What follows belongs to an exercise in optimizing a design on an open flow for small area; a production flow would make more cautious choices.
The RTL was checked by simulation tests, not by an equivalence proof against the original design.

==> flow/design.v, too long to show whole: its modules and the start of the top module <==
// module conv: 11220 lines
// module FA: 4 lines
// module BE: 7 lines
// module BE0: 4 lines
// module OR: 3 lines
// module XR: 3 lines
// module XN: 3 lines
// module HA: 4 lines
module conv (
	input clk,
	input reset,
	input [215:0] kernel,
	input [383:0] inpData,
	output reg [95:0] outData,
	output reg finalCompute
);
  // ...
==> flow/run.sh <==
#!/bin/bash
# synth_recipe.tcl (not shown) runs the flow's synth.tcl, then flattens the netlist and writes it again
# the make line also repeats each setting of config.mk as NAME=value (left out here)
make -C /OpenROAD-flow-scripts/flow DESIGN_CONFIG=/design/flow/config.mk WORK_HOME=/design/flow/orfs CLKGATE_MAP_FILE= SYNTH_SCRIPT=/design/flow/synth_recipe.tcl finish
==> flow/config.mk <==
export PLATFORM = sky130hd
export DESIGN_NAME = conv
export DESIGN_NICKNAME = conv
export VERILOG_FILES = /design/flow/design.v
export SDC_FILE = /design/flow/constraint.sdc
export NUM_CORES = 8
export LEC_CHECK = 0
export CAP_MARGIN = 20
export CORE_MARGIN = 2
export CORE_UTILIZATION = 35
export CTS_CLUSTER_DIAMETER = 50
export CTS_CLUSTER_SIZE = 8
export SLEW_MARGIN = 30
export SYNTH_HIERARCHICAL = 1
==> flow/constraint.sdc <==
create_clock -name core_clock -period 25.0 [get_ports {clk}]
set_input_delay 5.0000 -clock core_clock [delete_from_list [all_inputs] [get_ports {clk}]]
set_output_delay 5.0000 -clock core_clock [all_outputs]
set_load 0.01 [all_outputs]
==> impl_metrics.ini, run 1 <==
[status]
status = complete, no violations

[timing]
rsz0062_at_grt = false
worst_slack_ns = 1.72
setup_viol = 0

[cts]
post_cts.repair.setup_buffers = 0
insertion_delay_ns = 0.61
hold_buffers = 0
numCtsBuffers = 25
clock_path_buffers = 3
cts_sinks = 162

[setup_path]
crit_path_end = res_n[19]$_DFF_P_
worstPathRequired_ns = 25.49
crit_family = adder cells
reg2reg_depth = 2

[floorplanning]
start_util_pct = 35.2
taps = 5497
coreArea_sq_um = 417000
die_w_um = 652
rows = 237

[cells_and_area]
sh_seq_area_pct = 1.97
n_fill_cell = 40815
buffers = 1460
nNetsFinal = 18263
fin_cells = 19045
num-multi-input-gates = 11364
fin_util_pct = 39.6

[hold_path]
hold_depth = 1

[route]
via_count = 126700
wl_met2_um = 396000
wl_met3_um = 166000

[grt]
grt_util_met1_pct = 58.8
grt_max_degree = 50
antenna_found_initial = 69
globalRouteTotalUtil_pct = 49.3

[synthesis]
synth_top_cell_area_share_pct = 54.2
synthCells = 12635
synth_fa_ha_area_share_pct = 56.0
synth_xor_area_share_pct = 19.1
synth_compound_area_share_pct = 14.9
yosysTopAreaCell = fa_1
==> run 2: changes to the inputs <==
--- a/flow/config.mk
+++ b/flow/config.mk
@@ -5,10 +5,10 @@
 export SDC_FILE = /design/flow/constraint.sdc
 export NUM_CORES = 8
 export LEC_CHECK = 0
-export CAP_MARGIN = 20
+export CAP_MARGIN = 5
 export CORE_MARGIN = 2
 export CORE_UTILIZATION = 35
 export CTS_CLUSTER_DIAMETER = 50
 export CTS_CLUSTER_SIZE = 8
-export SLEW_MARGIN = 30
+export SLEW_MARGIN = 5
 export SYNTH_HIERARCHICAL = 1
==> run 2 against run 1 <==
  * The layout now fails its checks (capacitance limit, slew limit)
  * Critical path depth is the same
  * Synthesized cell count is the same
  * Utilization shrank 0.053 points
  * Non-clock buffer count shrank 1
  * Routed wire length grew 0.22%
  * Fmax shrank 0.12%
  * Count of clock-buffer cells in the layout is the same
==> impl_metrics.ini, run 2 <==
[status]
status = complete, but fails checks
so_faults = capacitance limit, slew limit

[route]
via_count = 127413
totalWireLength_um = 1060000
viasPerCell = 6.69
first_pass_iters = 9
wl_per_cell_um = 55.8
drt_iter0_markers = 23810
postRouteAntennaNets = 0
drc = 0

[grt]
first_global_vias = 128365
globalRouteTotalUtil_pct = 49.3
grt_pass1_wl_um = 1340000
grt_max_degree = 50
grt-ovfl-total = 0
antenna_found_initial = 90

[floorplanning]
die_h_um = 652
start_util_pct = 35.2
die_w_um = 652
ios = 699
dieArea_sq_um = 425000
coreArea_sq_um = 417000
rows = 237

[cts]
path_clk_slew_ns = 0.08
ctsRootBufferMaster = clkbuf_16
cts.htree.levels = 4
clock_path_buffers = 3
hold_buffers = 0
cts_tree = done
post_cts.repair.setup_buffers = 0
insertion_delay_ns = 0.62
cts_sinks = 162
numCtsBuffers = 25
cts_resized = 0

[cells_and_area]
final_cell_mix = 3,900 x fa_1, 2,916 x a22oi_1, 2,916 x xor2_1
nNetsFinal = 18262
stdcell_area_sq_um = 165000
layout-drive-gt1-share_pct = 8.10
final_common_cell = fa_1
biggestRegsByFlops = outData (80), res_n (80)
area_growth_syn_to_layout_pct = 12.4

[synthesis]
yosysMostFrequentCell = fa_1
synth_top_flop_cell = dfxtp_1
yosysTopAreaCell = fa_1
yosysUniqueCellTypes = 17
synthTopCellsByArea = fa_1 54%, xor2_1 17%, a22oi_1 15%
synth_top_cell_area_share_pct = 54.2
synthCells = 12635
synth_seq_cells = 162
yosys_warnings = 7
synth_seq_area_share_pct = 2.21
syn_avg_cell_area_sq_um = 11.6
async_flop_share_pct = 0
synth_edf_count = 0
syn_area_sq_um = 147000
synth_commonest_cells = 3,977 x fa_1, 2,916 x a22oi_1, 2,916 x xor2_1, 657 x buf_2, 459 x inv_1

[placed_design]
place_ws_ns = 1.44
hpwlAfterDp_um = 901000
postPlaceCellArea_sq_um = 164000
port_buffers = 698
gp_congestion = 1.21

[setup_path]
worstPathRequired_ns = 25.49
crit_family = adder cells
crit_type = primary input to register
startpoint_type = primary input
arrival_ns = 23.80
cp.buffers_inverters = 1
cp_slowest_cell = fa_1
cp_max_fo = 20
cp-end-kind = register
cpMostUsedCell = fa_1
slowest_delay_ns = 0.90

[timing]
slew_headroom_pct = -3.03
slew_violations = 12
fin_tns_setup_ns = 0
worstMarginPinSlew_ns = 1.54
worst_slack_ns = 1.69
setup_viol = 0
finalCriticalPeriod_ns = 23.31
period_share_pct = 93.2
rsz0062_at_grt = false
hold_violations = 0
skew_ns = 0.0394
clock.fmax_mhz = 42.9

[hold_path]
hold_path_class = register to register

[flow_run]
max_cap_viol_count = 3
-- run 2: cell counts after synthesis --
Identical to the previous run, type by type.
-- run 2: path summary, 6_finish.rpt --
check / from / to / slack, ns / cells after the start
setup / recovery: kernel[160] / res_n[39]$_DFF_P_ / 1.69 / 41
hold / removal: res_n[73]$_DFF_P_ / outData[85]$_DFF_P_ / 0.39 / 1
setup reg to reg: valid_r$_DFF_P_ / outData[39]$_DFF_P_ / 22.46 / 2
hold reg to reg: res_n[73]$_DFF_P_ / outData[85]$_DFF_P_ / 0.39 / 1
-- run 2: modules after synthesis, one instance, submodules excluded, excerpt --
module / cells / flip-flops and latches
BE0: 2 / 0
FA: 1 / 0
HA: 1 / 0
OR: 1 / 0
XN: 1 / 0
XR: 1 / 0
conv: 4624 / 162
-- run 2: stage by stage --
stage / hold slack (ns) / cells / util, %
2_1_floorplan: 0.372 / 12666 / -
6_report: 0.386 / 19055 / 39.5
4_1_cts: 0.388 / 18972 / 39.5
5_1_grt: 0.391 / 18999 / 39.5
3_5_place_dp: 0.377 / 18939 / 39.3
3_3_place_gp: 0.375 / 18939 / 39.3
-- run 2: cell type report --
type / instances / area (sq um)
diodes: 81 / 203
clock buffers: 27 / 653
clock inverters: 6 / 88.8
fillers: 40856 / 252000
inverters: 459 / 1720
multi-input cells: 11364 / 140000
flip-flops and latches: 162 / 3250
well taps: 5497 / 6880
repair buffers: 1459 / 12600
-- run 2: worst register-to-register path, stage by stage (launching register included) --
cell and delay (ns):
dfxtp_4 0.34, buf_4 0.53, nor3b_2 1.44
-- run 2: metal layers --
metal | vias to the layer above | routed length [um] | track usage, %
li1 | 44886 | - | -
met1 | 66948 | 375000 | 58.4
met2 | 12289 | 396000 | 63.2
met3 | 3230 | 168000 | 26.3
met4 | 60 | 123000 | 44.9
met5 | - | 1140 | 0.487
-- run 2: cell families after synthesis --
group	share of synthesized area, %
xor gates and xnor gates	19.1
and+or+nand+nor	4.19
adders and majority gates	56.0
buffers and inverters	3.52
AOI/OAI and AO/OA	14.9
other	0.00255
DFF	2.21

==> re-timing with driven ports <==
How much do the figures lean on ideal ports? The routed layouts below were timed once more, with nothing changed but the port constraints. Step 1, drivers: a clkbuf_16 drives clk and a buf_2 each remaining input, both assumed. Step 2 moves the port delays by t, midway between the first and last clock arrival at a register: inputs arrive t later, outputs are due t later. That takes back most of the time a late clock gives input paths. Slacks: no drivers / after step 1 / after step 2; pairs: no drivers / after step 1.
| run | shift t [ns] | setup WS [ns] | hold WS [ns] |
|---|---|---|---|
| run 1 | 0.662 | 1.721 / 1.764 / 1.102 | 0.388 / 0.388 / 0.388 |
| run 2 | 0.675 | 1.692 / 1.743 / 1.068 | 0.386 / 0.386 / 0.386 |
For run 2, which loses most, drivers alone change the setup slack by +0.051 ns; drivers and shift together by -0.624 ns.
